Context: an optimization exercise on an open-source flow, tuned for small area. The choices shown serve that exercise and are no tape-out recipe.
Function was checked by simulation only, so behaviour that the tests miss may differ from the original.
Power figures rest on the tool's default switching activity, not on a simulated workload. The flow treats the clock pin as an ideal source, which a real chip does not have.

## alpha
// trapezoidal_filter
module trapezoidal_filter
(
	input SYS_CLK ,
	input RESET_N ,
	input signed [13:0] DATA_IN ,
	output signed [13:0] DATA_OUT ,
	output OVERFLOW
) ;
	localparam HD = 375;	 
	localparam SD = 28;	 
	reg [8:0] n;
	always @(negedge RESET_N or posedge SYS_CLK)
		if (!RESET_N) n <= 9'd0;
		else if (n != HD) n <= n + 9'd1;
	reg [13:0] H [0:HD-1];
	integer i;
	always @(posedge SYS_CLK) begin
		H[0] <= DATA_IN;
		for (i = 1; i < HD; i = i + 1) H[i] <= H[i-1];
	end
	wire [13:0] xa = (n >= 9'd3)    ? H[2]    : 14'd0;
	wire [13:0] xb = (n == HD)      ? H[HD-1] : 14'd0;
	wire [13:0] ya = (n >= 9'd2)    ? H[1]    : 14'd0;
	wire [13:0] yb = (n >= HD - 1)  ? H[HD-2] : 14'd0;
	wire [14:0] En;
	reg  [14:0] E;
	sub_e u_e (.A(ya), .B(yb), .D(En));
export LEC_CHECK = 0
export CAP_MARGIN = 20
export CORE_MARGIN = 2
export CORE_UTILIZATION = 60
export SLEW_MARGIN = 20
export DONT_USE_CELLS = sky130_fd_sc_hd__ha_1
create_clock -name core_clock -period 10.0 [get_ports {SYS_CLK}]
standard.sh (not shown) runs the stock make flow with config.mk's settings and CLKGATE_MAP_FILE= SYNTH_SCRIPT=/design/flow/synth_recipe.tcl, a recipe that flattens the netlist after the stock synthesis.
==> flow/flow/run.sh <==
#!/bin/bash
set -euo pipefail
export CTS_ARGS="-sink_clustering_enable -repair_clock_nets -buf_list sky130_fd_sc_hd__clkbuf_4 -root_buf sky130_fd_sc_hd__clkbuf_16 -sink_clustering_buffer sky130_fd_sc_hd__buf_12 -dont_use_dummy_load -sink_clustering_size 34 -sink_clustering_max_diameter 70"
export BUFFER_PORTS_ARGS="-buffer_cell sky130_fd_sc_hd__buf_1"
export SYNTH_ARGS="-noabc"
echo "export DONT_USE_CELLS = sky130_fd_sc_hd__ha_1" >> config.mk
bash standard.sh > flow_make.log 2>&1
Relative to alpha, the following input files were edited for beta:
==> flow/flow/run.sh <==
#!/bin/bash
set -euo pipefail
export CTS_ARGS="-sink_clustering_enable -repair_clock_nets -buf_list sky130_fd_sc_hd__clkbuf_4 -root_buf sky130_fd_sc_hd__clkbuf_16 -sink_clustering_buffer sky130_fd_sc_hd__buf_12 -dont_use_dummy_load -sink_clustering_size 32 -sink_clustering_max_diameter 70"
export BUFFER_PORTS_ARGS="-buffer_cell sky130_fd_sc_hd__buf_1"
export SYNTH_ARGS="-noabc"
echo "export DONT_USE_CELLS = sky130_fd_sc_hd__ha_1" >> config.mk
bash standard.sh > flow_make.log 2>&1
### Flow results
beta completed end to end with timing, DRC and antenna clean. Met2 routing resource usage after global routing essentially unchanged between alpha and beta. Utilization: beta vs alpha — no meaningful difference. Changes observed in beta relative to alpha: post-route standard cell area excluding fillers saw little to no change, met1 wire length saw little to no change, starting density of the core saw little to no change, flip-flop and latch area saw little to no change. beta — initial antenna violation count 2 higher, alpha as reference. Register clock-pin slew on the reported worst setup and hold paths across beta and alpha: no real change. alpha -> beta: count of non-CTS buffers in the layout delta 0, exact match. Going from alpha to beta, the first-iteration DRC count was found to have gone down by 134.
For gamma, these inputs were changed with respect to beta:
# beta
export LEC_CHECK = 0
export CAP_MARGIN = 20
export CORE_MARGIN = 2
export CORE_UTILIZATION = 60
export SLEW_MARGIN = 20
export DONT_USE_CELLS = sky130_fd_sc_hd__ha_1
create_clock -name core_clock -period 10.0 [get_ports {SYS_CLK}]
# gamma
export LEC_CHECK = 0
export CAP_MARGIN = 20
export CORE_MARGIN = 2
export CORE_UTILIZATION = 60
export SLEW_MARGIN = 20
create_clock -name core_clock -period 10.0 [get_ports {SYS_CLK}]
==> flow/flow/run.sh <==
#!/bin/bash
set -euo pipefail
export CTS_ARGS="-sink_clustering_enable -repair_clock_nets -buf_list sky130_fd_sc_hd__clkbuf_4 -root_buf sky130_fd_sc_hd__clkbuf_16 -sink_clustering_buffer sky130_fd_sc_hd__clkbuf_16 -dont_use_dummy_load -sink_clustering_size 35 -sink_clustering_max_diameter 70"
export BUFFER_PORTS_ARGS="-buffer_cell sky130_fd_sc_hd__buf_1"
export SYNTH_ARGS="-noabc"
bash standard.sh > flow_make.log 2>&1
Notes after the runs:
- Looking only at worst max-slew margin expressed relative to the limit, and setting everything else aside, the lower value of beta and gamma goes to beta.
- Wire length on met2 for gamma: 1.5% up relative to beta
- Sort beta and gamma by pin count of the biggest net entering global routing desc -> top: gamma
- On peak clock frequency supported by timing, gamma does worse than beta.
- There was hardly any difference in effective utilization at floorplan between gamma and beta.
- Global-route wire length before repair of gamma falls short of that of beta slightly.
- Between gamma and beta, the sequential power does not differ in any meaningful way.
- Row final critical path time including I/O delays and setup: gamma higher / beta lower
- Lower total power per unit cell area goes to gamma over beta.

static timing again, ports no longer ideal:
In the flow no input, the clock included, has a driving cell. The finished layouts below were timed again as built, in two steps. Step 1 assumes that a clkbuf_16 drives the clock port and a buf_2 every other input. Step 2 adds t to the input delays and takes it off the output delays; t is the mean of the earliest and latest rising clock arrival at the registers after step 1. Input paths then give back, and output paths get back, about the clock's delay inside the block. Slacks: ideal ports / drivers / drivers and shift; pairs: ideal ports / drivers.
| run | shift t [ns] | setup WS [ns] | worst hold slack (ns) |
|---|---|---|---|
| alpha | 1.013 | 1.809 / 1.809 / 1.809 | 0.212 / 0.212 / 0.212 |
| beta | 1.013 | 1.751 / 1.751 / 1.751 | 0.203 / 0.203 / 0.203 |
| gamma | 1.041 | 1.561 / 1.561 / 1.561 | 0.217 / 0.217 / 0.217 |
After both steps setup and hold are still met in every run listed.
